Context: an optimization exercise on an open-source flow, tuned for small area and a short achievable clock period. The choices shown serve that exercise and are no tape-out recipe.
At most, simulation tests tie the RTL to the original design; equivalence was not proved.
No functional check of the RTL was part of runs 1 to 3.
Power figures rest on the tool's default switching activity, not on a simulated workload.

### flow/design.v
module pipecpu(clk, rst, instr, readdata, PC, MemWrite, aluout, writedata);
   input         clk;
   input         rst;
   input  [31:0] instr;
   input  [31:0] readdata;
   output [31:0] PC;
   output        MemWrite;
   output [31:0] aluout;
   output [31:0] writedata;
   localparam OP_ADD = 0, OP_AND = 1, OP_OR = 2, OP_XOR = 3, OP_NOR = 4,
              OP_SLT = 5, OP_SLL = 6, OP_SRL = 7, OP_SRA = 8;
   reg  [31:0] dinst;
   reg  [31:1] sela, selb;       
   reg         fea, feb;
   reg         fla, flb;
   reg         fxa, fxb;
   reg  [31:0] pcn, bpcr;        
   reg  [31:0] ea, eb, es;       
   reg         ecin;             
   reg  [4:0]  esa;              
   reg  [8:0]  eop;
   reg  [4:0]  ern;
   reg         ewreg, em2reg, ewmem;
   reg  [31:0] malu, mb;
   reg  [4:0]  mrn;
   reg         mwreg, mm2reg, mwmem;
   assign MemWrite = mwmem;
   assign aluout = malu;
   assign writedata = mb;
   wire [5:0] op = dinst[31:26];
   wire [5:0] func = dinst[5:0];
   wire [4:0] rs = dinst[25:21];
   wire [4:0] rt = dinst[20:16];
   wire [4:0] rd = dinst[15:11];
   wire r_type = ~|op;
   wire i_add  = r_type & (func == 6'b100000);
   wire i_sub  = r_type & (func == 6'b100010);
   wire i_and  = r_type & (func == 6'b100100);
   wire i_or   = r_type & (func == 6'b100101);
   wire i_xor  = r_type & (func == 6'b100110);
   wire i_nor  = r_type & (func == 6'b100111);
   wire i_slt  = r_type & (func == 6'b101010);
   wire i_sll  = r_type & (func == 6'b000000);
   wire i_srl  = r_type & (func == 6'b000010);
   wire i_sra  = r_type & (func == 6'b000011);
   wire i_sllv = r_type & (func == 6'b000100);
   wire i_srlv = r_type & (func == 6'b000110);
   wire i_jr   = r_type & (func == 6'b001000);
   wire i_addi = (op == 6'b001000);
   wire i_andi = (op == 6'b001100);
   wire i_ori  = (op == 6'b001101);
   wire i_xori = (op == 6'b001110);
   wire i_lui  = (op == 6'b001111);
   wire i_lw   = (op == 6'b100011);
   wire i_sw   = (op == 6'b101011);
   wire i_beq  = (op == 6'b000100);
   wire i_bne  = (op == 6'b000101);
   wire i_j    = (op == 6'b000010);
   wire i_jal  = (op == 6'b000011);
   wire i_rs = i_add | i_sub | i_and | i_or | i_xor | i_jr | i_addi | i_andi | i_ori | i_xori |
               i_lw | i_sw | i_beq | i_bne | i_nor | i_slt | i_sllv | i_srlv;
   wire i_rt = i_add | i_sub | i_and | i_or | i_xor | i_sll | i_sllv | i_srl | i_srlv | i_sra |
               i_sw | i_beq | i_bne | i_nor | i_slt;
   wire wreg = i_add | i_sub | i_and | i_or | i_xor | i_sll | i_sllv | i_srlv | i_nor | i_slt |
               i_srl | i_sra | i_addi | i_andi | i_ori | i_xori | i_lw | i_lui | i_jal;
   wire regrt  = i_addi | i_andi | i_ori | i_xori | i_lw | i_lui;
   wire shift  = i_sll | i_srl | i_sra;
   wire aluimm = i_addi | i_lw | i_sw | i_beq | i_bne | i_lui | i_ori | i_andi | i_xori;
   wire sext   = i_addi | i_lw | i_sw | i_beq | i_bne;
   wire [4:0] rn = i_jal ? 5'd31 : regrt ? rt : rd;
   wire dwreg = wreg & (rn != 5'd0);    
   wire stall = ewreg & em2reg & (i_rs & (ern == rs) | i_rt & (ern == rt));
   reg  [31:0] rf [1:31];
   reg  [31:1] rfv;
   wire [31:0] wdi = mm2reg ? readdata : malu;
   wire [31:1] wsel;
   genvar gi;
   generate
      for (gi = 1; gi < 32; gi = gi + 1) begin : g_rf
         assign wsel[gi] = mwreg & (mrn == gi);
         always @(posedge clk)
            if (wsel[gi]) rf[gi] <= wdi;
      end
   endgenerate
   always @(posedge clk or posedge rst) begin
      if (rst) rfv <= 31'd0;
      else rfv <= rfv | wsel;
   end
   wire [31*32-1:0] rfq;
   generate
      for (gi = 1; gi < 32; gi = gi + 1) begin : g_rfq
         assign rfq[(gi-1)*32 +: 32] = rf[gi];
      end
   endgenerate
   wire [31:0] qa, qb;
   rf_read rda (.d(rfq), .sel(sela), .q(qa));
   rf_read rdb (.d(rfq), .sel(selb), .q(qb));
   wire [31:0] ealu;
   wire [31:0] ao = ({32{fla}} & readdata) | ({32{fxa}} & malu) | qa;    
   wire [31:0] bo = ({32{flb}} & readdata) | ({32{fxb}} & malu) | qb;    
   wire [31:0] a = ({32{fea}} & ealu) | ao;
   wire [31:0] b = ({32{feb}} & ealu) | bo;
   wire [31:0] ninst = stall ? dinst : instr;
   wire [4:0]  nrs = ninst[25:21];
   wire [4:0]  nrt = ninst[20:16];
   wire [31:1] nvalid = rfv | wsel;
   wire efwd = ~stall & dwreg & ~i_lw;
   wire nfea = efwd & (rn == nrs);
   wire nfeb = efwd & (rn == nrt);
   wire nfma = ewreg & (ern == nrs) & ~nfea;
   wire nfmb = ewreg & (ern == nrt) & ~nfeb;
   wire [31:1] nsela, nselb;
   generate
      for (gi = 1; gi < 32; gi = gi + 1) begin : g_sel
         assign nsela[gi] = (nrs == gi) & nvalid[gi] & ~nfea & ~nfma;
         assign nselb[gi] = (nrt == gi) & nvalid[gi] & ~nfeb & ~nfmb;
      end
   endgenerate
   always @(posedge clk or posedge rst) begin
      if (rst) begin
         sela <= 31'd0;
         selb <= 31'd0;
         fea <= 1'b0;
         feb <= 1'b0;
         fla <= 1'b0;
         flb <= 1'b0;
         fxa <= 1'b0;
         fxb <= 1'b0;
      end else begin
         sela <= nsela;
         selb <= nselb;
         fea <= nfea;
         feb <= nfeb;
         fla <= nfma & em2reg;
         flb <= nfmb & em2reg;
         fxa <= nfma & ~em2reg;
         fxb <= nfmb & ~em2reg;
      end
   end
   wire [31:0] sum;
   wire        slt;
   alu_add add (.a(ea), .b(eb), .cin(ecin), .sum(sum), .slt(slt));
   wire [31:0] ealu_ls;
   wire ntaken;
   wire fe1 = fea ^ feb;
   br_eq beq_unit (.ao(ao), .bo(bo), .ea(ea), .eb(eb), .ecin(ecin), .slt(slt), .els(ealu_ls),
                   .m_same(fea & feb), .m_n(~fea & ~feb), .m_add(fe1 & eop[OP_ADD]),
                   .m_slt(fe1 & eop[OP_SLT]), .m_ls(fe1 & ~eop[OP_ADD] & ~eop[OP_SLT]),
                   .beq(i_beq & ~stall), .bne(i_bne & ~stall), .taken(ntaken));
   wire [31:0] imm = {{16{sext & dinst[15]}}, dinst[15:0]};
   wire [31:0] bpc = pcn + {{14{dinst[15]}}, dinst[15:0], 2'b00};
   wire [31:0] jpc = {pcn[31:28], dinst[25:0], 2'b00};
   wire [31:0] pc4 = PC + 32'd4;
   wire [31:0] npc = stall ? PC : i_jr ? a : (i_j | i_jal) ? jpc : pc4;
   always @(posedge clk or posedge rst) begin
      if (rst) pcn <= 32'd0;
      else pcn <= npc;
   end
   generate
      for (gi = 0; gi < 4; gi = gi + 1) begin : g_pc
         pc_sel psel (.clk(clk), .rst(rst), .ntaken(ntaken), .bpc(bpcr[gi*8 +: 8]),
                      .pcn(pcn[gi*8 +: 8]), .pc(PC[gi*8 +: 8]));
      end
   endgenerate
   always @(posedge clk) bpcr <= bpc;
   always @(posedge clk or posedge rst) begin
      if (rst) dinst <= 32'd0;
      else if (!stall) dinst <= instr;
   end
   wire dsub = i_sub | i_beq | i_bne | i_slt;
   wire [8:0] dop;
   assign dop[OP_ADD] = i_add | i_addi | i_lw | i_sw | i_jal | i_sub | i_beq | i_bne;
   assign dop[OP_AND] = i_and | i_andi;
   assign dop[OP_OR]  = ~(dop[OP_ADD] | i_and | i_andi | i_xor | i_xori | i_nor | i_slt |
                          i_sll | i_sllv | i_srl | i_srlv | i_sra);
   assign dop[OP_XOR] = i_xor | i_xori;
   assign dop[OP_NOR] = i_nor;
   assign dop[OP_SLT] = i_slt;
   assign dop[OP_SLL] = i_sll | i_sllv;
   assign dop[OP_SRL] = i_srl | i_srlv;
   assign dop[OP_SRA] = i_sra;
   wire [31:0] da = i_jal ? pcn : i_lui ? 32'd0 :
                    shift ? {a[31:5], dinst[10:6]} : a;
   wire [31:0] db0 = i_jal ? 32'd4 : i_lui ? {dinst[15:0], 16'd0} :
                     aluimm ? imm : (dop[OP_OR] & ~i_or) ? 32'd0 : b;
   wire [31:0] db = dsub ? ~db0 : db0;
   always @(posedge clk) begin
      ea <= da;
      eb <= db;
      es <= b;
      ecin <= dsub;
      esa <= (i_sll ? -dinst[10:6] : 5'd0) | ((i_srl | i_sra) ? dinst[10:6] : 5'd0) |
             (i_sllv ? -a[4:0] : 5'd0) | (i_srlv ? a[4:0] : 5'd0);
      ern <= rn;
   end
   always @(posedge clk or posedge rst) begin
      if (rst) begin
         eop <= 9'd0;
         ewreg <= 1'b0;
         em2reg <= 1'b0;
         ewmem <= 1'b0;
      end else begin
         eop <= dop;
         ewreg <= dwreg & ~stall;
         em2reg <= i_lw;
         ewmem <= i_sw & ~stall;
      end
   end
   alu_ls ls (.a(ea), .b(eb), .s(es), .sa(esa), .op(eop[8:1]), .y(ealu_ls));
   assign ealu = ({32{eop[OP_ADD]}} & sum) | ({32{eop[OP_SLT]}} & {31'd0, slt}) | ealu_ls;
   always @(posedge clk or posedge rst) begin
      if (rst) begin
         malu <= 32'd0;
         mwreg <= 1'b0;
         mm2reg <= 1'b0;
         mwmem <= 1'b0;
      end else begin
         malu <= ealu;
         mwreg <= ewreg;
         mm2reg <= em2reg;
         mwmem <= ewmem;
      end
   end
   always @(posedge clk) begin
      mb <= es;
      mrn <= ern;
   end
endmodule
module rf_read(d, sel, q);
   input  [31*32-1:0] d;
   input  [31:1]      sel;
   output reg [31:0]  q;
   integer k;
   always @(*) begin
      q = 32'd0;
      for (k = 1; k < 32; k = k + 1)
         q = q | (d[(k-1)*32 +: 32] & {32{sel[k]}});
   end
endmodule
module alu_add(a, b, cin, sum, slt);
   input  [31:0] a, b;
   input         cin;
   output [31:0] sum;
   output        slt;
   wire [32:0] sum1 = {a, 1'b1} + {b, cin};
   assign sum = sum1[32:1];
   assign slt = (a[31] ^ ~b[31]) ? a[31] : sum[31];
endmodule
module alu_ls(a, b, s, sa, op, y);
   input  [31:0] a, b, s;
   input  [4:0]  sa;
   input  [7:0]  op;
   output [31:0] y;
   wire [31:0] r1 = sa[0] ? {s[0],     s[31:1]}  : s;
   wire [31:0] r2 = sa[1] ? {r1[1:0],  r1[31:2]} : r1;
   wire [31:0] r3 = sa[2] ? {r2[3:0],  r2[31:4]} : r2;
   wire [31:0] r4 = sa[3] ? {r3[7:0],  r3[31:8]} : r3;
   wire [31:0] r5 = sa[4] ? {r4[15:0], r4[31:16]} : r4;
   wire [31:0] t;
   genvar i;
   generate
      for (i = 0; i < 32; i = i + 1) begin : g_t
         if (i == 0) assign t[i] = 1'b0;
         else assign t[i] = (sa >= 32 - i);
      end
   endgenerate
   wire fill = op[7] & s[31];
   wire [31:0] m = op[5] ? (~t & {32{|sa}}) : t;
   wire [31:0] sh = (r5 & ~m) | ({32{fill}} & m);
   assign y = ({32{op[0]}} & (a & b)) |
              ({32{op[1]}} & (a | b)) |
              ({32{op[2]}} & (a ^ b)) |
              ({32{op[3]}} & ~(a | b)) |
              ({32{op[5] | op[6] | op[7]}} & sh);
endmodule
module br_eq(ao, bo, ea, eb, ecin, slt, els, m_same, m_n, m_add, m_slt, m_ls, beq, bne, taken);
   input  [31:0] ao, bo, ea, eb, els;
   input         ecin, slt, m_same, m_n, m_add, m_slt, m_ls, beq, bne;
   output        taken;
   wire [31:0] x = ao | bo;
   wire [31:0] p = ea ^ eb;
   wire [31:0] g = ea & eb;
   wire [31:0] c0 = {g[30:0] | p[30:0], ecin};
   wire [31:0] c1 = {g[30:0], ecin};
   wire [31:0] xm1 = {x[30:0], 1'b0};
   wire [31:0] cin_i;
   genvar i;
   generate
      for (i = 0; i < 32; i = i + 1) begin : g_c
         assign cin_i[i] = xm1[i] ? c1[i] : c0[i];
      end
   endgenerate
   wire eq_add = &(~(x ^ p ^ cin_i));
   wire eq_slt = ~|x[31:1] & ~(x[0] ^ slt);
   wire eq_ls = &(~(els ^ x));
   wire eq_n = &(~(ao ^ bo));
   wire eq = m_same | (m_n & eq_n) | (m_add & eq_add) | (m_slt & eq_slt) | (m_ls & eq_ls);
   assign taken = beq & eq | bne & ~eq;
endmodule
module pc_sel(clk, rst, ntaken, bpc, pcn, pc);
   input        clk, rst, ntaken;
   input  [7:0] bpc, pcn;
   output [7:0] pc;
   reg taken;
   always @(posedge clk or posedge rst) begin
      if (rst) taken <= 1'b0;
      else taken <= ntaken;
   end
   assign pc = taken ? bpc : pcn;
endmodule
### flow/flow/run.sh
#!/bin/bash
# The standard layout, with timing repair aiming well below the clock
# period (the SDC is unchanged).
set -euo pipefail
bash standard.sh SETUP_SLACK_MARGIN=9.0 finish > standard_flow.log 2>&1
### flow/standard.sh
#!/bin/bash
# synth_recipe.tcl (not shown) runs the flow's synth.tcl, then flattens the netlist and writes it again
# the make line also repeats each setting of config.mk as NAME=value (left out here)
make -C /OpenROAD-flow-scripts/flow DESIGN_CONFIG=/design/flow/config.mk WORK_HOME=/design/flow/orfs CLKGATE_MAP_FILE= SYNTH_SCRIPT=/design/flow/synth_recipe.tcl "${@:-finish}"
### flow/config.mk
export PLATFORM = sky130hd
export DESIGN_NAME = pipecpu
export DESIGN_NICKNAME = pipecpu
export VERILOG_FILES = /design/flow/design.v
export SDC_FILE = /design/flow/constraint.sdc
export NUM_CORES = 8
export LEC_CHECK = 0
export CAP_MARGIN = 20
export CORE_MARGIN = 2
export CORE_UTILIZATION = 50
export SLEW_MARGIN = 20
export SYNTH_HIERARCHICAL = 1
### flow/constraint.sdc
create_clock -name core_clock -period 12.5 [get_ports {clk}]
set_input_delay 2.5000 -clock core_clock [delete_from_list [all_inputs] [get_ports {clk}]]
set_output_delay 2.5000 -clock core_clock [all_outputs]
set_load 0.01 [all_outputs]
==> out/qor.yml, run 1 <==
finClkSkew_ps: 51.2
max_stage_delay_ps: 690
fin_ws_ps: 8160
initial_core_util_pct: 50.2
crit_fanout: 6
drv_cap: 0
clock-sinks: 1382
max_freq_ghz: 0.231
rrSetupSlack_ps: 8160
wl_per_cell_um: 37.7
whs_endpoint: "mwmem"
grt_pass1_wl_mm: 416
dieWidth_um: 375
synth_nets: 5996
final_area_mm2: 0.0841
r2r-start: "selb[1]"
p_seq_share_pct: 43.6
relSlewSlack_pct: 21.8
worst_pin_slew_ps: 1170
root_buffer: "clkbuf_16"
crit_path_start_kind: "register"
drc: 0
synth-seq-cells: 1382
hold_ws_ps: 355
hold_class: "reg2reg"
antenna_found_initial: 21
p_leak_nw: 30.6
yosysUniqueCellTypes: 106
grt_use_total_pct: 41.9
drive_gt1_share_pct: 26.8
ys_warn_count: 10
rr_endpoint: "g_pc[0].psel.taken"
viasPerCell: 7.17
power.total_mw: 12.6
cts.clk_slew.worst_paths_ps: 60
fin_crit_sh_pct: 34.7
final-hold-violation-count: 0
die_h_um: 375
synth_edf_count: 992
core_mm2: 0.137
cts_tree: "yes"
dr.pass1.iters: 10
synth-main-ff-cell: "edfxtp_1"
clock_latency_ps: 810
htree_levels: 4
min_from: "ewmem"
grt_max_degree: 82
ys_top_cells_by_area: "edfxtp_1 (43%), a22oi_1 (8.8%), dfrtp_1 (7.8%), dfxtp_1 (5.1%), ha_1 (4.1%)"
switching_share_pct: 29.9
finalSetupViolCount: 0
cp_slowest_cell: "or4_1"
syn_inst: 5704
netSwitchingPower_mw: 3.76
drtIter0Drc: 10200
placed_cells: 7421
fillers: 10700
hpwl_mm: 188
die-area_mm2: 0.141
reg2reg_depth: 15
vdd_drop_max_mv: 0.119
detail-route-antenna-nets: 0
row_count: 136
wl_met3_mm: 36.6
postCtsHoldBufs: 0
finalMaxSlewViolations: 0
finalNonFillerCells: 8035
setup_tns_ps: 0
globalRoute.totalOverflow: 0
path_class: "reg2reg"
grt_pass1_vias: 53500
avgSynthCellArea_um2: 12.1
globalplace.congestion: 0.989
combPwrFrac_pct: 21.6
fin_util_pct: 61.4
pre_cts_ws_ps: 6500
vias: 57600
multi_input_area_mm2: 0.0308
rsz0062_at_grt: "true"
p_per_area_mw_per_mm2: 149
clockBufferDepth: 3
status: "no timing/DRC/antenna violations"
critPathCaptureType: "register"
io_buffers: 162
hold_depth: 0
path_cells: "buf_12 > buf_4 > a22oi_1 > nand4_1 > or4_1 > a221o_1 > inv_1 > ha_4 > buf_4 > o21ai_0 > xnor2_1 > nand4_1 > nor3_2 > a41oi_4 > mux2_4"
arrival_ps: 5000
area_growth_pct: 22.3
numCtsBuffers: 153
met1Wirelength_mm: 112
pin_count: 163
highest_layer: "met5"
crit_required_ps: 13160
async_flop_share_pct: 15.5
ys_seq_area_share_pct: 56.2
power_frac_clock_pct: 34.8
met2RoutedLength_mm: 131
synth_top_area_share_pct: 43.3
fin_nets: 6397
syn-cell-area_mm2: 0.0688
p_int_mw: 8.81
routed_wl_mm: 303
ff_latch_area_mm2: 0.0389
period_needed_ps: 4340
place_area_mm2: 0.0728
synth_top_area_cell: "edfxtp_1"
[sequential cells by signal, summed over array words and instances, names as in the netlist, 4 cells and up]
| register | cells |
|---|---|
| eb | 32 |
| rfv | 31 |
| dinst | 32 |
| mrn | 5 |
| eop | 9 |
| es | 32 |
| ern | 5 |
| mb | 32 |
| esa | 5 |
| ea | 32 |
| bpcr | 32 |
| rf | 992 |
| g_pc.psel.taken | 4 |
| malu | 32 |
| pcn | 32 |
| sela | 31 |
| selb | 31 |
[kinds of logic after synthesis]
group | count (synthesis) | share of synthesized area, %
flops | 1382 | 56.2
xor+xnor | 221 | 2.81
buf+inv | 637 | 3.93
fa+ha+maj | 226 | 4.14
simple gates | 1213 | 9.20
mux | 180 | 3.24
compound gates | 1845 | 20.5
[per-module statistics from Yosys (local to each module, per instance)]
module / flops+latches / cells / times used / area (um^2)
pipecpu: 1378 / 2824 / 1 / 47500
rf_read: 0 / 733 / 2 / 5330
alu_ls: 0 / 671 / 1 / 5000
br_eq: 0 / 429 / 1 / 3220
alu_add: 0 / 270 / 1 / 1840
pc_sel: 1 / 11 / 4 / 160
[area by class of cell]
| type | instances | share of cell area (%) |
|---|---|---|
| timing repair buffer | 616 | 7.54 |
| clock buffer | 211 | 5.02 |
| clock inverter | 71 | 0.732 |
| inverter | 261 | 1.21 |
| tap | 1794 | 2.67 |
| antenna | 9 | 0.0268 |
| sequential | 1382 | 46.2 |
| timing repair inverter | 1 | 0.0104 |
| multi-input combinational | 3690 | 36.6 |
[worst max-delay path by stage]
stage / slack (ps) / cells after the start / start / end
finish: 8160 / 15 / selb[1] / g_pc[0].psel.taken
floorplan: 7270 / 1 / rst / dinst[0]
CTS: 8150 / 3 / g_pc[0].psel.taken / PC[0]
global route: 8150 / 3 / g_pc[2].psel.taken / PC[19]
detailed placement: 6500 / 11 / readdata[29] / g_pc[3].psel.taken
global placement: 6530 / 11 / readdata[29] / g_pc[1].psel.taken
[layout by cell type, fill, tap and decap left out, types with 68 or more instances in the layout]
| cell type | netlist | routed |
|---|---|---|
| buf_4 | 7 | 339 |
| a221o_1 | 68 | 68 |
| a22oi_1 | 804 | 778 |
| xor2_1 | 79 | 68 |
| inv_1 | 256 | 224 |
| buf_6 | 21 | 112 |
| xnor2_1 | 142 | 129 |
| o21ai_0 | 167 | 143 |
| nand4_1 | 177 | 177 |
| edfxtp_1 | 992 | 992 |
| dfrtp_1 | 214 | 147 |
| nand2_1 | 270 | 255 |
| nor2_1 | 210 | 165 |
| nand3_1 | 210 | 205 |
| mux2_2 | 71 | 70 |
| clkbuf_16 | 0 | 158 |
| a221oi_2 | 65 | 72 |
| ha_1 | 223 | 172 |
| a22o_1 | 70 | 69 |
| a21oi_1 | 183 | 151 |
| dfxtp_1 | 176 | 117 |
[worst max-delay path, delay by kind of cell, from the launching register on]
family                   cells  cell delay [ps]
AND/OR/NAND/NOR              4             1380
adder cells (fa/ha/maj)      1              190
multiplexers                 1              370
AO/OA/AOI/OAI                4              900
flip-flops                   1              450
buffers and inverters        4              590
XOR/XNOR                     1              330
[cell usage after synthesis, types with 21 or more instances]
cell	number
ha_1	223
or2_2	33
mux2i_1	59
o21ai_0	167
clkbuf_1	283
nor2_1	210
a22oi_1	804
xnor2_1	142
a222oi_1	65
mux2_2	71
a22o_1	70
nand4_1	177
a221o_1	68
edfxtp_1	992
a21oi_1	183
nand2_1	270
or4_1	71
and2_1	32
a221oi_2	65
buf_2	40
o22ai_1	59
nand3_1	210
nor4_1	31
o31ai_1	24
dfxtp_1	176
inv_1	256
xor2_1	79
o221ai_1	32
dfrtp_1	214
nor3_1	67
a221oi_1	34
buf_6	21
mux2_4	37
a21o_1	79
[power by group through the flow]
stage               logic (mW)  clock network (mW)  registers [mW]
global route              2.84                4.57            5.49
CTS                       2.54                4.39            5.47
detailed placement        2.19                   0            5.56
global placement          2.19                   0            5.56
floorplan                 1.34                   0            5.46
finish                    2.71                4.37            5.48
[routing by layer]
layer	GRT usage [%]	vias to the layer above
met5	0	-
met4	25.7	8
met3	10.2	909
met2	62.1	4475
met1	55.5	28700
li1	-	23500
[repair_timing]
item                                     CTS  global route
resized for setup                       1144           226
gates cloned                              30             2
hold endpoints to repair                   0             0
pin swaps                                158           104
endpoints found under the setup margin   500           260
buffers inserted                         225            66
==> run 2: changes to the inputs <==
--- a/flow/design.v
+++ b/flow/design.v
@@ -29,2 +29,28 @@
    assign writedata = mb;
+   function uses_rs;
+      input [31:0] w;
+      reg r;
+      begin
+         r = (w[31:26] == 6'b000000);
+         uses_rs = r & (w[5:0] == 6'b100000 || w[5:0] == 6'b100010 || w[5:0] == 6'b100100 ||
+                        w[5:0] == 6'b100101 || w[5:0] == 6'b100110 || w[5:0] == 6'b100111 ||
+                        w[5:0] == 6'b101010 || w[5:0] == 6'b000100 || w[5:0] == 6'b000110 ||
+                        w[5:0] == 6'b001000) |
+                   (w[31:26] == 6'b001000) | (w[31:26] == 6'b001100) | (w[31:26] == 6'b001101) |
+                   (w[31:26] == 6'b001110) | (w[31:26] == 6'b100011) | (w[31:26] == 6'b101011) |
+                   (w[31:26] == 6'b000100) | (w[31:26] == 6'b000101);
+      end
+   endfunction
+   function uses_rt;
+      input [31:0] w;
+      reg r;
+      begin
+         r = (w[31:26] == 6'b000000);
+         uses_rt = r & (w[5:0] == 6'b100000 || w[5:0] == 6'b100010 || w[5:0] == 6'b100100 ||
+                        w[5:0] == 6'b100101 || w[5:0] == 6'b100110 || w[5:0] == 6'b100111 ||
+                        w[5:0] == 6'b101010 || w[5:0] == 6'b000000 || w[5:0] == 6'b000010 ||
+                        w[5:0] == 6'b000011 || w[5:0] == 6'b000100 || w[5:0] == 6'b000110) |
+                   (w[31:26] == 6'b101011) | (w[31:26] == 6'b000100) | (w[31:26] == 6'b000101);
+      end
+   endfunction
    wire [5:0] op = dinst[31:26];
@@ -59,6 +85,2 @@
    wire i_jal  = (op == 6'b000011);
-   wire i_rs = i_add | i_sub | i_and | i_or | i_xor | i_jr | i_addi | i_andi | i_ori | i_xori |
-               i_lw | i_sw | i_beq | i_bne | i_nor | i_slt | i_sllv | i_srlv;
-   wire i_rt = i_add | i_sub | i_and | i_or | i_xor | i_sll | i_sllv | i_srl | i_srlv | i_sra |
-               i_sw | i_beq | i_bne | i_nor | i_slt;
    wire wreg = i_add | i_sub | i_and | i_or | i_xor | i_sll | i_sllv | i_srlv | i_nor | i_slt |
@@ -71,3 +93,3 @@
    wire dwreg = wreg & (rn != 5'd0);    
-   wire stall = ewreg & em2reg & (i_rs & (ern == rs) | i_rt & (ern == rt));
+   reg stall;
    reg  [31:0] rf [1:31];
@@ -107,2 +129,4 @@
    wire efwd = ~stall & dwreg & ~i_lw;
+   wire nstall = ~stall & dwreg & i_lw &
+                 (uses_rs(instr) & (rn == instr[25:21]) | uses_rt(instr) & (rn == instr[20:16]));
    wire nfea = efwd & (rn == nrs);
@@ -120,2 +144,3 @@
       if (rst) begin
+         stall <= 1'b0;
          sela <= 31'd0;
@@ -129,2 +154,3 @@
       end else begin
+         stall <= nstall;
          sela <= nsela;
==> flow/flow/run.sh (replaced) <==
#!/bin/bash
# The standard layout, with timing repair aiming well below the clock
# period (the SDC is unchanged).
set -euo pipefail
bash standard.sh SETUP_SLACK_MARGIN=8.5 finish > standard_flow.log 2>&1
==> out/qor.yml, run 2 <==
synth-main-ff-cell: "edfxtp_1"  # unchanged
root_buffer: "clkbuf_16"  # unchanged
setup_tns_ps: 0  # unchanged
yosysUniqueCellTypes: 117  # was 106
synth_top_area_cell: "edfxtp_1"  # unchanged
synth_top_area_share_pct: 43.2  # was 43.3%
ys_top_cells_by_area: "edfxtp_1 (43%), a22oi_1 (8.6%), dfrtp_1 (7.8%), dfxtp_1 (5.1%), ha_1 (4.0%)"  # was edfxtp_1 (43%), a22oi_1 (8.8%), dfrtp_1 (7.8%), dfxtp_1 (5.1%), ha_1 (4.1%)
fin_util_pct: 58.8  # was 61.4%
numCtsBuffers: 147  # was 153
synth_nets: 5941  # was 5996
clock_latency_ps: 810  # about the same
synth-seq-cells: 1383  # was 1382
final_common_cell: "edfxtp_1"  # unchanged
fin_crit_sh_pct: 35.0  # was 34.7%
drive_gt1_share_pct: 21.0  # was 26.8%
row_count: 136  # unchanged
grt_pass1_wl_mm: 398  # was 416 mm
worstSetupStartpoint: "readdata[4]"  # was selb[1]
async_flop_share_pct: 15.5  # about the same
crit_required_ps: 13170  # was 13160 ps
drtIter0Drc: 8140  # was 10200
wl_per_cell_um: 36.6  # was 37.7 um
hold_depth: 0  # unchanged
clock-sinks: 1383  # was 1382
viasPerCell: 7.01  # was 7.17
cts_tree: "yes"  # unchanged
cts.clk_slew.worst_paths_ps: 60  # about the same
pre_cts_ws_ps: 6760  # was 6500 ps
synth_edf_count: 992  # unchanged
ys_seq_area_share_pct: 56.1  # was 56.2%
relSlewSlack_pct: 23.0  # was 21.8%
final_cell_mix: "edfxtp_1 (992), a22oi_1 (781), buf_4 (257), nand2_1 (244), inv_1 (233)"  # was edfxtp_1 (992), a22oi_1 (778), buf_4 (339), nand2_1 (255), inv_1 (224)
syn-cell-area_mm2: 0.0690  # was 0.0688 mm^2
critPathCaptureType: "register"  # unchanged
grt_pass1_vias: 51100  # was 53500
routed_wl_mm: 287  # was 303 mm
r2r-start: "sela[15]"  # was selb[1]
worst_pin_slew_ps: 1160  # was 1170 ps
htree_levels: 4  # unchanged
fin_nets: 6200  # was 6397
finalNonFillerCells: 7841  # was 8035
initial_core_util_pct: 50.3  # was 50.2%
p_per_area_mw_per_mm2: 157  # was 149 mW/mm^2
antenna_found_initial: 32  # was 21
p_leak_nw: 29.4  # was 30.6 nW
final-hold-violation-count: 0  # unchanged
placed_cells: 7391  # was 7421
drv_cap: 0  # unchanged
finClkSkew_ps: 37.2  # was 51.2 ps
io_buffers: 162  # unchanged
arrival_ps: 5050  # was 5000 ps
detail-route-antenna-nets: 0  # unchanged
vdd_drop_max_mv: 0.144  # was 0.119 mV
dr.pass1.iters: 9  # was 10
vias: 55000  # was 57600
die_h_um: 375  # about the same
hold_class: "reg2reg"  # unchanged
grt_use_total_pct: 39.9  # was 41.9%
pin_count: 163  # unchanged
rr_endpoint: "g_pc[0].psel.taken"  # unchanged
hpwl_mm: 197  # was 188 mm
rrSetupSlack_ps: 8150  # was 8160 ps
ys_top_cells_by_count: "edfxtp_1 (992), a22oi_1 (789), inv_1 (272)"  # was edfxtp_1 (992), a22oi_1 (804), clkbuf_1 (283)
ys_warn_count: 10  # unchanged
rsz0062_at_grt: "true"  # unchanged
min_from: "ewmem"  # unchanged
die-area_mm2: 0.141  # about the same
period_needed_ps: 4380  # was 4340 ps
clockBufferDepth: 3  # unchanged
reg2reg_depth: 14  # was 15
finalSetupViolCount: 0  # unchanged
core_mm2: 0.137  # about the same
whs_endpoint: "mwmem"  # unchanged
synthMostInstantiatedCell: "edfxtp_1"  # unchanged
grt_max_degree: 78  # was 82
finalMaxSlewViolations: 0  # unchanged
status: "no timing/DRC/antenna violations"  # unchanged
max_freq_ghz: 0.228  # was 0.231 GHz
crit_path_start_kind: "input pin"  # was register
largest_reg_flops: 992  # unchanged
crit_fanout: 4  # was 6
dieWidth_um: 375  # about the same
fillers: 11200  # was 10700
drc: 0  # unchanged
globalplace.congestion: 0.994  # was 0.989
path_class: "in2reg"  # was reg2reg
avgSynthCellArea_um2: 12.2  # was 12.1 um^2
regMostFlops: "rf"  # unchanged
globalRoute.totalOverflow: 0  # unchanged
fin_ws_ps: 8120  # was 8160 ps
syn_inst: 5649  # was 5704
postCtsHoldBufs: 0  # unchanged
area_growth_pct: 16.9  # was 22.3%
-- run 2: critical path: stages --
cell,delay [ps]
dlygate4sd2_1,280
a221o_1,370
inv_2,80
ha_4,150
buf_4,120
xnor2_1,170
xnor2_2,170
nor4_2,390
and3_1,280
a41oi_4,190
mux2_4,360
-- run 2: how the worst max path moves through the flow --
stage | endpoint
finish | g_pc[0].psel.taken
global route | PC[29]
CTS | PC[22]
detailed placement | g_pc[0].psel.taken
global placement | g_pc[0].psel.taken
floorplan | dinst[0]
-- run 2: power by group --
group          total [mW]  internal (mW)  switching, mW
logic                2.78           1.13           1.66
registers            5.49           5.26          0.230
clock network        4.42           2.49           1.93
-- run 2: kinds of logic after synthesis --
group,after synthesis,share of synthesized area [%]
buffers and inverters,638,3.94
XOR/XNOR,238,3.03
flip-flops,1383,56.1
AND/OR/NAND/NOR,1156,9.19
AO/OA/AOI/OAI,1795,19.9
multiplexers,213,3.76
adder cells (fa/ha/maj),226,4.13
-- run 2: per-layer routing --
metal | track usage [%] | routed length (um) | vias up
li1 | - | - | 22900
met1 | 54.6 | 112000 | 27700
met2 | 59.0 | 125000 | 3639
met3 | 8.61 | 30300 | 658
met4 | 22.2 | 18600 | 22
met5 | 0 | 205 | -
-- run 2: final cells by class --
class	count	area, um^2	area share [%]
antenna	20	50.0	0.0620
clock buffer	195	4040	5.00
clock inverter	73	821	1.02
inverter	276	1050	1.30
multi-input combinational	3628	29500	36.6
sequential	1383	38800	48.1
tap	1794	2240	2.78
timing repair buffer	471	4160	5.16
timing repair inverter	1	5.00	0.00620
-- run 2: what timing repair did --
action	in CTS	in global routing
pin swaps	128	70
buffers inserted	118	39
gates cloned	2	3
endpoints found under the setup margin	296	202
gates resized for setup	644	150
-- run 2: through the flow --
stage | hold WS [ps] | total power [mW] | instance area, um^2
finish | 360 | 12.7 | 80700
global route | 374 | 13.1 | 80600
CTS | 363 | 12.6 | 79700
detailed placement | 343 | 7.92 | 72600
global placement | 344 | 7.92 | 72600
floorplan | 331 | 6.87 | 69000
-- run 2: Yosys stat by module, one instance, submodules excluded --
module / cells inside / copies in the design / area, um^2
alu_add: 270 / 1 / 1840
pipecpu: 2769 / 1 / 47600
pc_sel: 11 / 4 / 160
br_eq: 429 / 1 / 3220
alu_ls: 671 / 1 / 5000
rf_read: 733 / 2 / 5330
==> run 3: changes to the inputs <==
==> flow/flow/run.sh (replaced) <==
#!/bin/bash
# The standard layout, with timing repair aiming well below the clock
# period (the SDC is unchanged).
set -euo pipefail
bash standard.sh SETUP_SLACK_MARGIN=8.0 finish > standard_flow.log 2>&1
==> out/qor.yml, run 3 <==
path_class: "reg2reg"  # was in2reg
synth_simple_gate_area_share_pct: 9.19  # unchanged
finalSetupViolCount: 0  # unchanged
status: "no timing/DRC/antenna violations"  # unchanged
critPathCaptureType: "register"  # unchanged
grt_max_degree: 78  # unchanged
final_common_cell: "edfxtp_1"  # unchanged
syn_inst: 5649  # unchanged
relSlewSlack_pct: 13.6  # was 23.0%
drc: 0  # unchanged
syn-cell-area_mm2: 0.0690  # unchanged
yosysUniqueCellTypes: 117  # unchanged
finalMaxSlewViolations: 0  # unchanged
wl_per_cell_um: 37.0  # was 36.6 um
synth_mux_area_share_pct: 3.76  # unchanged
pin_count: 163  # unchanged
ys_warn_count: 10  # unchanged
synthMostInstantiatedCell: "edfxtp_1"  # unchanged
synth_xor_area_share_pct: 3.03  # unchanged
globalplace.congestion: 1.04  # was 0.994
synth-main-ff-cell: "edfxtp_1"  # unchanged
clock-sinks: 1383  # unchanged
worst_pin_slew_ps: 1300  # was 1160 ps
hpwl_mm: 192  # was 197 mm
clockBufferDepth: 3  # unchanged
crit_required_ps: 13080  # was 13170 ps
combPwrFrac_pct: 20.2  # was 21.9%
ys_seq_area_share_pct: 56.1  # unchanged
vdd_drop_max_mv: 0.137  # was 0.144 mV
grt_pass1_wl_mm: 394  # was 398 mm
die-area_mm2: 0.141  # unchanged
ys_top_cells_by_count: "edfxtp_1 (992), a22oi_1 (789), inv_1 (272)"  # unchanged
switching_share_pct: 30.0  # was 30.1%
cp_common_cell: "a21oi_1"
synth_top_family_by_area: "compound AO/OA/AOI/OAI gates"  # unchanged
row_count: 136  # unchanged
p_int_mw: 8.69  # was 8.87 mW
period_needed_ps: 4620  # was 4380 ps
globalRoute.totalOverflow: 0  # unchanged
final-hold-violation-count: 0  # unchanged
p_leak_nw: 28.4  # was 29.4 nW
p_seq_share_pct: 44.3  # was 43.3%
drive_gt1_share_pct: 15.2  # was 21.0%
initial_core_util_pct: 50.3  # unchanged
vias: 55000  # about the same
detail-route-antenna-nets: 0  # unchanged
placed_cells: 7380  # was 7391
arrival_ps: 5190  # was 5050 ps
grt_use_total_pct: 39.5  # was 39.9%
drv_cap: 0  # unchanged
synth-seq-cells: 1383  # unchanged
fin_ws_ps: 7880  # was 8120 ps
netSwitchingPower_mw: 3.72  # was 3.82 mW
numCtsBuffers: 150  # was 147
max_stage_delay_ps: 710  # was 390 ps
routed_wl_mm: 285  # was 287 mm
finClkSkew_ps: 46.4  # was 37.2 ps
die_h_um: 375  # unchanged
fin_crit_sh_pct: 36.9  # was 35.0%
pre_cts_ws_ps: 6310  # was 6760 ps
fin_nets: 6055  # was 6200
setup_tns_ps: 0  # unchanged
p_per_area_mw_per_mm2: 158  # was 157 mW/mm^2
max_freq_ghz: 0.217  # was 0.228 GHz
drtIter0Drc: 8570  # was 8140
synth_top_area_share_pct: 43.2  # unchanged
core_mm2: 0.137  # unchanged
regMostFlops: "rf"  # unchanged
synth_top_area_cell: "edfxtp_1"  # unchanged
place_area_mm2: 0.0725  # was 0.0726 mm^2
async_flop_share_pct: 15.5  # unchanged
power_frac_clock_pct: 35.5  # was 34.8%
synth_nets: 5941  # unchanged
postCtsHoldBufs: 0  # unchanged
cts_tree: "yes"  # unchanged
final_area_mm2: 0.0786  # was 0.0807 mm^2
synth_edf_count: 992  # unchanged
antenna_found_initial: 46  # was 32
finalNonFillerCells: 7694  # was 7841
grt_pass1_vias: 50900  # was 51100
synth_adder_area_share_pct: 4.13  # unchanged
root_buffer: "clkbuf_16"  # unchanged
htree_levels: 4  # unchanged
largest_reg_flops: 992  # unchanged
fin_util_pct: 57.3  # was 58.8%
avgSynthCellArea_um2: 12.2  # unchanged
final_cell_mix: "edfxtp_1 (992), a22oi_1 (782), inv_1 (264), nand2_1 (246), dfrtp_1 (194)"  # was edfxtp_1 (992), a22oi_1 (781), buf_4 (257), nand2_1 (244), inv_1 (233)
viasPerCell: 7.15  # was 7.01
area_growth_pct: 14.0  # was 16.9%
hold_class: "reg2reg"  # unchanged
crit_fanout: 29  # was 4
dr.pass1.iters: 6  # was 9
ys_top_cells_by_area: "edfxtp_1 (43%), a22oi_1 (8.6%), dfrtp_1 (7.8%), dfxtp_1 (5.1%), ha_1 (4.0%)"  # unchanged
crit_path_start_kind: "register"  # was input pin
cts.clk_slew.worst_paths_ps: 60  # about the same
rsz0062_at_grt: "true"  # unchanged
clock_latency_ps: 810  # about the same
path_cells: "buf_4 > nand2b_1 > o22ai_1 > a221oi_1 > o221ai_1 > o31ai_2 > a21o_1 > a21oi_1 > nor2_1 > a21oi_1 > o21ai_0"  # was dlygate4sd2_1 > a221o_1 > inv_2 > ha_4 > buf_4 > xnor2_1 > xnor2_2 > nor4_2 > and3_1 > a41oi_4 > mux2_4
synth_compound_area_share_pct: 19.9  # unchanged
cp_slowest_cell: "a221oi_1"  # was nor4_2
dieWidth_um: 375  # unchanged
io_buffers: 162  # unchanged
[run 3: per-stage QoR]
stage,hold slack (ps),power (mW)
finish,350,12.4
global route,361,12.8
CTS,352,12.3
detailed placement,336,7.89
global placement,350,7.88
floorplan,331,6.87
[run 3: routing by layer]
| metal | track usage [%] | vias up | routed length (um) |
|---|---|---|---|
| met3 | 11.6 | 765 | 35200 |
| met4 | 22.0 | 24 | 18400 |
| met2 | 57.8 | 3887 | 123000 |
| li1 | - | 22700 | - |
| met5 | 0 | - | 153 |
| met1 | 52.7 | 27700 | 108000 |
[run 3: path summary, 6_finish.rpt]
check | start | end | slack (ps) | depth (start not counted)
worst max-delay path | esa[0] | ea[2] | 7880 | 11
worst min-delay path | es[4] | mb[4] | 350 | 0
worst max register to register | esa[0] | ea[2] | 7880 | 11
worst min register to register | es[4] | mb[4] | 350 | 0
max in group asynchronous | rst | sela[3] | 8340 | 4
min in group asynchronous | rst | g_pc[0].psel.taken | 2110 | 2
[run 3: modules after synthesis (local to each module, per instance)]
module | flip-flops and latches | copies in the design | cell area, um^2 | cells inside
alu_ls | 0 | 1 | 5000 | 671
br_eq | 0 | 1 | 3220 | 429
alu_add | 0 | 1 | 1840 | 270
pipecpu | 1379 | 1 | 47600 | 2769
rf_read | 0 | 2 | 5330 | 733
pc_sel | 1 | 4 | 160 | 11
[run 3: critical path: cells and delay by family (launching register included)]
kind | cells | cell delay [ps]
AOI/OAI and AO/OA | 8 | 3040
and+or+nand+nor | 2 | 690
buffers and inverters | 1 | 360
DFF | 1 | 300
[run 3: kinds of logic after synthesis]
family,count (synthesis)
buffers and inverters,638
muxes,213
DFF,1383
AOI/OAI and AO/OA,1795
and+or+nand+nor,1156
xor gates and xnor gates,238
adders and majority gates,226
[run 3: area by class of cell]
type	instances	area (um^2)
Antenna cell	20	50.0
Tap cell	1794	2240
Inverter	276	1040
Multi-Input combinational cell	3628	28700
Sequential cell	1383	38700
Clock inverter	74	777
Clock buffer	195	4090
Timing Repair inverter	1	5.00
Fill cell	11200	58500
Timing Repair Buffer	323	2980
[run 3: power by group through the flow]
stage                     Clock (mW)  Combinational, mW  Sequential (mW)
final                           4.41               2.51             5.50
after detailed placement           0               2.31             5.58
after floorplan                    0               1.40             5.47
after global placement             0               2.31             5.58
after CTS                       4.44               2.40             5.49
after global routing            4.62               2.64             5.50
[run 3: repair_timing]
action / CTS / global route
setup buffers: 10 / 14
pin swaps: 22 / 39
gates cloned: 0 / 1
gates resized for setup: 207 / 87
endpoints found under the setup margin: 171 / 115
==> run 4: changes to the inputs <==
--- a/flow/design.v
+++ b/flow/design.v
@@ -29,28 +29,2 @@
    assign writedata = mb;
-   function uses_rs;
-      input [31:0] w;
-      reg r;
-      begin
-         r = (w[31:26] == 6'b000000);
-         uses_rs = r & (w[5:0] == 6'b100000 || w[5:0] == 6'b100010 || w[5:0] == 6'b100100 ||
-                        w[5:0] == 6'b100101 || w[5:0] == 6'b100110 || w[5:0] == 6'b100111 ||
-                        w[5:0] == 6'b101010 || w[5:0] == 6'b000100 || w[5:0] == 6'b000110 ||
-                        w[5:0] == 6'b001000) |
-                   (w[31:26] == 6'b001000) | (w[31:26] == 6'b001100) | (w[31:26] == 6'b001101) |
-                   (w[31:26] == 6'b001110) | (w[31:26] == 6'b100011) | (w[31:26] == 6'b101011) |
-                   (w[31:26] == 6'b000100) | (w[31:26] == 6'b000101);
-      end
-   endfunction
-   function uses_rt;
-      input [31:0] w;
-      reg r;
-      begin
-         r = (w[31:26] == 6'b000000);
-         uses_rt = r & (w[5:0] == 6'b100000 || w[5:0] == 6'b100010 || w[5:0] == 6'b100100 ||
-                        w[5:0] == 6'b100101 || w[5:0] == 6'b100110 || w[5:0] == 6'b100111 ||
-                        w[5:0] == 6'b101010 || w[5:0] == 6'b000000 || w[5:0] == 6'b000010 ||
-                        w[5:0] == 6'b000011 || w[5:0] == 6'b000100 || w[5:0] == 6'b000110) |
-                   (w[31:26] == 6'b101011) | (w[31:26] == 6'b000100) | (w[31:26] == 6'b000101);
-      end
-   endfunction
    wire [5:0] op = dinst[31:26];
@@ -85,2 +59,6 @@
    wire i_jal  = (op == 6'b000011);
+   wire i_rs = i_add | i_sub | i_and | i_or | i_xor | i_jr | i_addi | i_andi | i_ori | i_xori |
+               i_lw | i_sw | i_beq | i_bne | i_nor | i_slt | i_sllv | i_srlv;
+   wire i_rt = i_add | i_sub | i_and | i_or | i_xor | i_sll | i_sllv | i_srl | i_srlv | i_sra |
+               i_sw | i_beq | i_bne | i_nor | i_slt;
    wire wreg = i_add | i_sub | i_and | i_or | i_xor | i_sll | i_sllv | i_srlv | i_nor | i_slt |
@@ -93,3 +71,3 @@
    wire dwreg = wreg & (rn != 5'd0);    
-   reg stall;
+   wire stall = ewreg & em2reg & (i_rs & (ern == rs) | i_rt & (ern == rt));
    reg  [31:0] rf [1:31];
@@ -129,4 +107,2 @@
    wire efwd = ~stall & dwreg & ~i_lw;
-   wire nstall = ~stall & dwreg & i_lw &
-                 (uses_rs(instr) & (rn == instr[25:21]) | uses_rt(instr) & (rn == instr[20:16]));
    wire nfea = efwd & (rn == nrs);
@@ -144,3 +120,2 @@
       if (rst) begin
-         stall <= 1'b0;
          sela <= 31'd0;
@@ -154,3 +129,2 @@
       end else begin
-         stall <= nstall;
          sela <= nsela;
@@ -165,2 +139,4 @@
    end
+   wire [31:0] ep = ea ^ eb;
+   wire [31:0] eg = ea & eb;
    wire [31:0] sum;
@@ -169,7 +145,8 @@
    wire [31:0] ealu_ls;
+   wire [31:0] ealu_lss = ealu_ls | {31'd0, eop[OP_SLT] & slt};
    wire ntaken;
    wire fe1 = fea ^ feb;
-   br_eq beq_unit (.ao(ao), .bo(bo), .ea(ea), .eb(eb), .ecin(ecin), .slt(slt), .els(ealu_ls),
+   br_eq beq_unit (.ao(ao), .bo(bo), .p(ep), .g(eg), .ecin(ecin), .els(ealu_lss),
                    .m_same(fea & feb), .m_n(~fea & ~feb), .m_add(fe1 & eop[OP_ADD]),
-                   .m_slt(fe1 & eop[OP_SLT]), .m_ls(fe1 & ~eop[OP_ADD] & ~eop[OP_SLT]),
+                   .m_ls(fe1 & ~eop[OP_ADD]),
                    .beq(i_beq & ~stall), .bne(i_bne & ~stall), .taken(ntaken));
@@ -217,4 +194,4 @@
       ecin <= dsub;
-      esa <= (i_sll ? -dinst[10:6] : 5'd0) | ((i_srl | i_sra) ? dinst[10:6] : 5'd0) |
-             (i_sllv ? -a[4:0] : 5'd0) | (i_srlv ? a[4:0] : 5'd0);
+      esa <= (i_sll ? ~dinst[10:6] : 5'd0) | ((i_srl | i_sra) ? dinst[10:6] : 5'd0) |
+             (i_sllv ? ~a[4:0] : 5'd0) | (i_srlv ? a[4:0] : 5'd0);
       ern <= rn;
@@ -234,4 +211,4 @@
    end
-   alu_ls ls (.a(ea), .b(eb), .s(es), .sa(esa), .op(eop[8:1]), .y(ealu_ls));
-   assign ealu = ({32{eop[OP_ADD]}} & sum) | ({32{eop[OP_SLT]}} & {31'd0, slt}) | ealu_ls;
+   alu_ls ls (.p(ep), .g(eg), .s(es), .sa(esa), .op(eop[8:1]), .y(ealu_ls));
+   assign ealu = ({32{eop[OP_ADD]}} & sum) | ealu_lss;
    always @(posedge clk or posedge rst) begin
@@ -274,4 +251,4 @@
 endmodule
-module alu_ls(a, b, s, sa, op, y);
-   input  [31:0] a, b, s;
+module alu_ls(p, g, s, sa, op, y);
+   input  [31:0] p, g, s;       
    input  [4:0]  sa;
@@ -279,3 +256,5 @@
    output [31:0] y;
-   wire [31:0] r1 = sa[0] ? {s[0],     s[31:1]}  : s;
+   wire left = op[5];
+   wire [31:0] r0 = left  ? {s[0],     s[31:1]}  : s;
+   wire [31:0] r1 = sa[0] ? {r0[0],    r0[31:1]} : r0;
    wire [31:0] r2 = sa[1] ? {r1[1:0],  r1[31:2]} : r1;
@@ -293,17 +272,15 @@
    wire fill = op[7] & s[31];
-   wire [31:0] m = op[5] ? (~t & {32{|sa}}) : t;
+   wire [31:0] m = left ? ~{1'b1, t[31:1]} : t;
    wire [31:0] sh = (r5 & ~m) | ({32{fill}} & m);
-   assign y = ({32{op[0]}} & (a & b)) |
-              ({32{op[1]}} & (a | b)) |
-              ({32{op[2]}} & (a ^ b)) |
-              ({32{op[3]}} & ~(a | b)) |
+   assign y = ({32{op[0]}} & g) |
+              ({32{op[1]}} & (p | g)) |
+              ({32{op[2]}} & p) |
+              ({32{op[3]}} & ~(p | g)) |
               ({32{op[5] | op[6] | op[7]}} & sh);
 endmodule
-module br_eq(ao, bo, ea, eb, ecin, slt, els, m_same, m_n, m_add, m_slt, m_ls, beq, bne, taken);
-   input  [31:0] ao, bo, ea, eb, els;
-   input         ecin, slt, m_same, m_n, m_add, m_slt, m_ls, beq, bne;
+module br_eq(ao, bo, p, g, ecin, els, m_same, m_n, m_add, m_ls, beq, bne, taken);
+   input  [31:0] ao, bo, p, g, els;
+   input         ecin, m_same, m_n, m_add, m_ls, beq, bne;
    output        taken;
    wire [31:0] x = ao | bo;
-   wire [31:0] p = ea ^ eb;
-   wire [31:0] g = ea & eb;
    wire [31:0] c0 = {g[30:0] | p[30:0], ecin};
@@ -319,6 +296,5 @@
    wire eq_add = &(~(x ^ p ^ cin_i));
-   wire eq_slt = ~|x[31:1] & ~(x[0] ^ slt);
    wire eq_ls = &(~(els ^ x));
    wire eq_n = &(~(ao ^ bo));
-   wire eq = m_same | (m_n & eq_n) | (m_add & eq_add) | (m_slt & eq_slt) | (m_ls & eq_ls);
+   wire eq = m_same | (m_n & eq_n) | (m_add & eq_add) | (m_ls & eq_ls);
    assign taken = beq & eq | bne & ~eq;
==> flow/flow/run.sh (replaced) <==
#!/bin/bash
# The standard layout, with timing repair aiming well below the clock
# period (the SDC is unchanged).
set -euo pipefail
bash standard.sh SETUP_SLACK_MARGIN=8.5 finish > standard_flow.log 2>&1
==> out/qor.yml, run 4 <==
status: "no timing/DRC/antenna violations"  # unchanged
synth-main-ff-cell: "edfxtp_1"  # unchanged
power.total_mw: 12.1  # was 12.4 mW
highest_layer: "met5"  # unchanged
async_flop_share_pct: 15.5  # about the same
pin_count: 163  # unchanged
synth_top_area_share_pct: 44.3  # was 43.2%
arrival_ps: 5130  # was 5190 ps
clockBufferDepth: 3  # unchanged
grt_max_degree: 147  # was 78
io_buffers: 162  # unchanged
p_per_area_mw_per_mm2: 156  # was 158 mW/mm^2
hpwl_mm: 182  # was 192 mm
grt_pass1_wl_mm: 374  # was 394 mm
detail-route-antenna-nets: 0  # unchanged
largest_reg_flops: 992  # unchanged
dr.pass1.iters: 7  # was 6
regMostFlops: "rf"  # unchanged
pre_cts_ws_ps: 6830  # was 6310 ps
crit_path_start_kind: "register"  # unchanged
setup_tns_ps: 0  # unchanged
synth_top_area_cell: "edfxtp_1"  # unchanged
path_cells: "buf_4 > a22o_1 > a221oi_2 > nand3_1 > or4_1 > a221o_1 > inv_1 > ha_2 > nor4_4 > nand4_1 > nor4_2 > a21oi_1 > o21ai_2 > a31oi_4 > mux2_4"  # was buf_4 > nand2b_1 > o22ai_1 > a221oi_1 > o221ai_1 > o31ai_2 > a21o_1 > a21oi_1 > nor2_1 > a21oi_1 > o21ai_0
finalNonFillerCells: 7523  # was 7694
cts.clk_slew.worst_paths_ps: 60  # about the same
combPwrFrac_pct: 18.9  # was 20.2%
viasPerCell: 7.14  # was 7.15
globalRoute.totalOverflow: 0  # unchanged
dieWidth_um: 371  # was 375 um
wl_met3_mm: 31.0  # was 35.2 mm
htree_levels: 4  # unchanged
final-hold-violation-count: 0  # unchanged
path_depth: 15  # was 11
synth_edf_count: 992  # unchanged
placed_cells: 7128  # was 7380
drtIter0Drc: 8647  # was 8570
rr_endpoint: "g_pc[2].psel.taken"  # was ea[2]
fin_util_pct: 58.5  # was 57.3%
antenna_found_initial: 27  # was 46
relSlewSlack_pct: 23.2  # was 13.6%
vdd_drop_max_mv: 0.132  # was 0.137 mV
vias: 53700  # was 55000
max_stage_delay_ps: 810  # was 710 ps
p_leak_nw: 28.4  # about the same
clock-sinks: 1382  # was 1383
r2r-start: "sela[5]"  # was esa[0]
crit_fanout: 32  # was 29
finClkSkew_ps: 52.5  # was 46.4 ps
grt_use_total_pct: 38.1  # was 39.5%
p_seq_share_pct: 44.7  # was 44.3%
area_growth_pct: 16.1  # was 14.0%
syn-cell-area_mm2: 0.0672  # was 0.0690 mm^2
cts_tree: "yes"  # unchanged
clock_latency_ps: 800  # was 810 ps
final_common_cell: "edfxtp_1"  # unchanged
drv_cap: 0  # unchanged
p_int_mw: 8.61  # was 8.69 mW
core_mm2: 0.133  # was 0.137 mm^2
initial_core_util_pct: 50.4  # was 50.3%
die_h_um: 371  # was 375 um
ys_top_cells_by_count: "edfxtp_1 (992), a22oi_1 (806), clkbuf_1 (278)"  # was edfxtp_1 (992), a22oi_1 (789), inv_1 (272)
ys_warn_count: 10  # unchanged
fin_nets: 5814  # was 6055
switching_share_pct: 29.1  # was 30.0%
avgSynthCellArea_um2: 12.4  # was 12.2 um^2
grt_pass1_vias: 49700  # was 50900
synth_nets: 5640  # was 5941
fin_crit_sh_pct: 35.7  # was 36.9%
critPathCaptureType: "register"  # unchanged
crit_buf_inv: 2  # was 1
finalSetupViolCount: 0  # unchanged
hold_class: "reg2reg"  # unchanged
met2RoutedLength_mm: 121  # was 123 mm
synthMostInstantiatedCell: "edfxtp_1"  # unchanged
path_class: "reg2reg"  # unchanged
ys_top_cells_by_area: "edfxtp_1 (44%), a22oi_1 (9.0%), dfrtp_1 (8.0%), dfxtp_1 (5.2%), ha_1 (2.4%)"  # was edfxtp_1 (43%), a22oi_1 (8.6%), dfrtp_1 (7.8%), dfxtp_1 (5.1%), ha_1 (4.0%)
met1Wirelength_mm: 102  # was 108 mm
period_needed_ps: 4470  # was 4620 ps
die-area_mm2: 0.137  # was 0.141 mm^2
crit_required_ps: 13160  # was 13080 ps
worstSetupStartpoint: "sela[5]"  # was esa[0]
drive_gt1_share_pct: 19.5  # was 15.2%
rrSetupSlack_ps: 8030  # was 7880 ps
finalMaxSlewViolations: 0  # unchanged
syn_inst: 5444  # was 5649
numCtsBuffers: 151  # was 150
worstSetupEndpoint: "g_pc[2].psel.taken"  # was ea[2]
worst_pin_slew_ps: 1150  # was 1300 ps
final_cell_mix: "edfxtp_1 (992), a22oi_1 (805), a21oi_1 (211), nand2_1 (208), buf_4 (204)"  # was edfxtp_1 (992), a22oi_1 (782), inv_1 (264), nand2_1 (246), dfrtp_1 (194)
cpLargestDelayFamily: "simple AND/OR/NAND/NOR gates"  # was compound AO/OA/AOI/OAI gates
synth-seq-cells: 1382  # was 1383
rsz0062_at_grt: "true"  # unchanged
fin_ws_ps: 8030  # was 7880 ps
globalplace.congestion: 1.02  # was 1.04
drc: 0  # unchanged
max_freq_ghz: 0.224  # was 0.217 GHz
routed_wl_mm: 269  # was 285 mm
reg2reg_depth: 15  # was 11
row_count: 134  # was 136
wl_per_cell_um: 35.8  # was 37.0 um
power_frac_clock_pct: 36.4  # was 35.5%
yosysUniqueCellTypes: 114  # was 117
netSwitchingPower_mw: 3.54  # was 3.72 mW
root_buffer: "clkbuf_16"  # unchanged
ys_seq_area_share_pct: 57.5  # was 56.1%
cp_slowest_cell: "or4_1"  # was a221oi_1
## run 4: area by class of cell
cell class	count	area (um^2)
clock inverters	79	833
inverters	171	658
diodes	12	30.0
multi-input cells	3518	27900
clock buffers	199	4070
flip-flops and latches	1382	38700
fillers	10900	55400
repair buffers	394	3640
well taps	1768	2210
## run 4: through the flow
step | hold WS, ps | instance area, um^2
final | 352 | 78100
after global routing | 365 | 78000
after CTS | 354 | 77100
after detailed placement | 342 | 70700
after global placement | 338 | 70700
after floorplan | 329 | 67300
## run 4: what timing repair did
action / in CTS / in global routing
hold buffers: 0 / 0
setup buffers: 76 / 23
resized for setup: 531 / 154
endpoints found under the setup margin: 253 / 136
pin swaps: 62 / 76
gates cloned: 1 / 4
## run 4: power groups by stage
stage	logic (mW)	clock network (mW)	registers, mW
after floorplan	1.23	0	5.42
after global placement	1.98	0	5.52
after detailed placement	1.99	0	5.52
after CTS	2.18	4.45	5.42
after global routing	2.42	4.63	5.44
final	2.29	4.42	5.43
## run 4: cell families after synthesis
family	count (synthesis)	synth area share [%]
AO/OA/AOI/OAI	1877	21.0
flip-flops	1382	57.5
AND/OR/NAND/NOR	1143	9.10
buffers and inverters	545	3.43
multiplexers	190	4.25
XOR/XNOR	177	2.31
adder cells (fa/ha/maj)	130	2.45
## run 4: how the worst min path moves through the flow
stage	from	endpoint	slack (ps)	depth (start not counted)
after detailed placement	ewmem	mwmem	340	0
after global placement	ewmem	mwmem	340	0
after global routing	ewmem	mwmem	370	0
final	ewmem	mwmem	350	0
after floorplan	ern[1]	mrn[1]	330	0
after CTS	ewmem	mwmem	350	0
## run 4: per-module statistics from Yosys (local to each module, per instance)
module	cell area, um^2	copies in the design	flip-flops and latches
rf_read	5330	2	0
br_eq	1980	1	0
pc_sel	160	4	1
alu_ls	4330	1	0
alu_add	1880	1	0
pipecpu	47800	1	1378
## run 4: routing by layer
| layer | GRT usage [%] | up-vias |
|---|---|---|
| met1 | 51.4 | 27100 |
| met4 | 19.7 | 12 |
| met3 | 8.79 | 547 |
| met5 | 0 | - |
| met2 | 57.5 | 3549 |
| li1 | - | 22400 |
==> run 5: changes to the inputs <==
--- a/flow/config.mk
+++ b/flow/config.mk
@@ -10,2 +10,3 @@
 export CORE_UTILIZATION = 50
+export PLACE_DENSITY = 0.85
 export SLEW_MARGIN = 20
==> out/qor.yml, run 5 <==
status: "no timing/DRC/antenna violations"  # unchanged
arrival_ps: 5260  # was 5130 ps
finalNonFillerCells: 7517  # was 7523
grtUsageMet1_pct: 46.3  # was 51.4%
antenna_found_initial: 42  # was 27
wl_per_cell_um: 36.6  # was 35.8 um
period_needed_ps: 4590  # was 4470 ps
syn-cell-area_mm2: 0.0672  # unchanged
core_mm2: 0.133  # unchanged
p_leak_nw: 28.1  # was 28.4 nW
use_met3_pct: 16.8  # was 8.79%
final_cell_mix: "edfxtp_1 (992), a22oi_1 (805), nand2_1 (208), a21oi_1 (203), buf_4 (198)"  # was edfxtp_1 (992), a22oi_1 (805), a21oi_1 (211), nand2_1 (208), buf_4 (204)
synth-main-ff-cell: "edfxtp_1"  # unchanged
synth_top_area_cell: "edfxtp_1"  # unchanged
fin_crit_sh_pct: 36.7  # was 35.7%
die-area_mm2: 0.137  # unchanged
ys_warn_count: 10  # unchanged
globalplace.congestion: 1.17  # was 1.02
ys_seq_area_share_pct: 57.5  # unchanged
hold_class: "reg2reg"  # unchanged
htree_levels: 4  # unchanged
async_flop_share_pct: 15.5  # unchanged
yosysUniqueCellTypes: 114  # unchanged
worst_pin_slew_ps: 1170  # was 1150 ps
power.total_mw: 12.1  # about the same
synthMostInstantiatedCell: "edfxtp_1"  # unchanged
vias: 58300  # was 53700
rrSetupSlack_ps: 7910  # was 8030 ps
rsz0062_at_grt: "true"  # unchanged
crit_fanout: 12  # was 32
clockBufferDepth: 3  # unchanged
dr.pass1.iters: 13  # was 7
grt_max_degree: 69  # was 147
cts_tree: "yes"  # unchanged
clock-sinks: 1382  # unchanged
cts.clk_slew.worst_paths_ps: 60  # about the same
viasPerCell: 7.75  # was 7.14
crit_path_start_kind: "register"  # unchanged
routed_wl_mm: 275  # was 269 mm
drtIter0Drc: 12700  # was 8647
final-hold-violation-count: 0  # unchanged
fin_nets: 5799  # was 5814
synth_top_area_share_pct: 44.3  # unchanged
fillers: 10000  # was 10900
hpwl_mm: 177  # was 182 mm
drv_cap: 0  # unchanged
root_buffer: "clkbuf_16"  # unchanged
path_class: "reg2reg"  # unchanged
syn_inst: 5444  # unchanged
final_area_mm2: 0.0777  # was 0.0781 mm^2
vdd_drop_max_mv: 0.162  # was 0.132 mV
die_h_um: 371  # unchanged
critPathCaptureType: "register"  # unchanged
grt_pass1_vias: 53800  # was 49700
final_common_cell: "edfxtp_1"  # unchanged
drc: 0  # unchanged
ys_top_cells_by_area: "edfxtp_1 (44%), a22oi_1 (9.0%), dfrtp_1 (8.0%), dfxtp_1 (5.2%), ha_1 (2.4%)"  # unchanged
clock_latency_ps: 810  # was 800 ps
crit_required_ps: 13170  # was 13160 ps
place_area_mm2: 0.0706  # was 0.0707 mm^2
largest_reg_flops: 992  # unchanged
max_stage_delay_ps: 610  # was 810 ps
cp_common_cell: "mux4_2"
relSlewSlack_pct: 21.7  # was 23.2%
finalSetupViolCount: 0  # unchanged
detail-route-antenna-nets: 0  # unchanged
synth_edf_count: 992  # unchanged
grt_use_total_pct: 38.4  # was 38.1%
synth-seq-cells: 1382  # unchanged
grt_pass1_wl_mm: 384  # was 374 mm
setup_tns_ps: 0  # unchanged
regMostFlops: "rf"  # unchanged
grt_util_met2_pct: 55.8  # was 57.5%
path_cells: "buf_16 > mux4_2 > mux4_2 > a222oi_1 > o22a_1 > o21ai_1 > xnor2_1 > nor4_2 > nand3_1 > o21ai_2 > a31oi_4 > mux2_4"  # was buf_4 > a22o_1 > a221oi_2 > nand3_1 > or4_1 > a221o_1 > inv_1 > ha_2 > nor4_4 > nand4_1 > nor4_2 > a21oi_1 > o21ai_2 > a31oi_4 > mux2_4
pin_count: 163  # unchanged
avgSynthCellArea_um2: 12.4  # unchanged
finalMaxSlewViolations: 0  # unchanged
synth_nets: 5640  # unchanged
top_usage_layer: "met2"  # unchanged
p_per_area_mw_per_mm2: 156  # about the same
dieWidth_um: 371  # unchanged
area_growth_pct: 15.5  # was 16.1%
globalRoute.totalOverflow: 0  # unchanged
row_count: 134  # unchanged
max_freq_ghz: 0.218  # was 0.224 GHz
placed_cells: 7112  # was 7128
cp_slowest_cell: "mux4_2"  # was or4_1
drive_gt1_share_pct: 19.5  # about the same
initial_core_util_pct: 50.4  # unchanged
finClkSkew_ps: 44.5  # was 52.5 ps
io_buffers: 162  # unchanged
ys_top_cells_by_count: "edfxtp_1 (992), a22oi_1 (806), clkbuf_1 (278)"  # unchanged
numCtsBuffers: 136  # was 151
[run 5: cell counts after synthesis]
Identical to the previous run, type by type.
[run 5: per-stage QoR]
stage | setup slack, ps | hold slack [ps] | utilization [%]
2_1_floorplan | 7270 | 329 | -
3_3_place_gp | 6740 | 335 | 52.9
3_5_place_dp | 6680 | 348 | 52.9
4_1_cts | 8120 | 361 | 57.5
5_1_grt | 7940 | 366 | 58.2
6_report | 7910 | 358 | 58.2
[run 5: final timing paths]
| kind | cells after the start | endpoint | from |
|---|---|---|---|
| setup / recovery | 12 | g_pc[0].psel.taken | esa[0] |
| hold / removal | 0 | mwmem | ewmem |
| setup reg to reg | 12 | g_pc[0].psel.taken | esa[0] |
| hold reg to reg | 0 | mwmem | ewmem |
| max in group asynchronous | 4 | dinst[2] | rst |
| min in group asynchronous | 2 | g_pc[2].psel.taken | rst |
[run 5: per-module statistics from Yosys (local to each module, per instance)]
module | cells | flip-flops and latches | cell area (um^2)
br_eq | 283 | 0 | 1980
alu_ls | 519 | 0 | 4330
pipecpu | 2859 | 1378 | 47800
pc_sel | 11 | 1 | 160
rf_read | 733 | 0 | 5330
alu_add | 273 | 0 | 1880
[run 5: power breakdown]
part | switching, mW | internal [mW] | total [mW]
registers | 0.223 | 5.23 | 5.45
clock network | 1.85 | 2.42 | 4.28
logic | 1.45 | 0.921 | 2.37
total | 3.53 | 8.57 | 12.1
[run 5: worst max-delay path, delay by kind of cell, from the launching register on]
| kind | cells | cell delay (ps) |
|---|---|---|
| AOI/OAI and AO/OA | 5 | 1300 |
| xor gates and xnor gates | 1 | 260 |
| buffers and inverters | 1 | 220 |
| DFF | 1 | 500 |
| muxes | 3 | 1570 |
| and+or+nand+nor | 2 | 590 |
[run 5: per-layer routing]
metal  vias to the layer above  wire [um]
met3                      1752      49500
met4                        30      26300
met2                      6528     114000
met1                     27600      85600
li1                      22400          -
met5                         -        356
[run 5: cell families (layout without fill, tap and decap cells)]
group                      after synthesis  count (layout)  synth area share [%]
DFF                                   1382            1382                  57.5
muxes                                  190             190                  4.25
adders and majority gates              130             130                  2.45
buffers and inverters                  545             818                  3.43
AOI/OAI and AO/OA                     1877            1877                  21.0
other                                    0              32                     0
xor gates and xnor gates               177             177                  2.31
and+or+nand+nor                       1143            1143                  9.10
[run 5: area by class of cell]
| cell class | instances | area [um^2] | share of cell area, % |
|---|---|---|---|
| repair inverters | 1 | 5.00 | 0.00644 |
| inverters | 171 | 656 | 0.844 |
| clock buffers | 201 | 4030 | 5.19 |
| flip-flops and latches | 1382 | 38800 | 49.9 |
| well taps | 1768 | 2210 | 2.85 |
| repair buffers | 394 | 3540 | 4.55 |
| clock inverters | 51 | 602 | 0.775 |
| diodes | 32 | 80.1 | 0.103 |
| multi-input cells | 3517 | 27800 | 35.8 |
[run 5: what timing repair did]
item | 4_1_cts | 5_1_grt
setup endpoints to repair | 352 | 270
resized for setup | 566 | 142
cloned | 1 | 5
buffers inserted | 89 | 26
pin swaps | 89 | 51
hold buffers | 0 | 0

-- static timing again, ports no longer ideal --
In the flow no input, the clock included, has a driving cell. The finished layouts below were timed again as built, in two steps.
Step 1 assumes that a clkbuf_16 drives the clock port and a buf_2 every other input.
Step 2 times the ports against the registers' clock, not the clock port: input delays grow and output delays shrink by t, the midpoint of the rising clock arrivals with the driver on.
a / b / c = ideal / step 1 / step 2; a / b = the first two.
run | t, ns | setup WS [ns] | worst setup path at the end | clock arrival spread, ns
run 1 | 0.863 | 8.162 / 8.104 / 7.348 | input to register | 0.052 / 0.052
run 2 | 0.881 | 8.122 / 8.054 / 7.269 | input to register | 0.039 / 0.039
run 3 | 0.865 | 7.885 / 7.885 / 7.073 | input to register | 0.047 / 0.047
run 4 | 0.866 | 8.033 / 8.033 / 7.200 | input to register | 0.070 / 0.070
run 5 | 0.865 | 7.914 / 7.914 / 7.159 | input to register | 0.044 / 0.044
After both steps setup and hold are still met in every run listed. For run 2, which loses most, drivers alone change the setup slack by -0.068 ns; drivers and shift together by -0.853 ns.
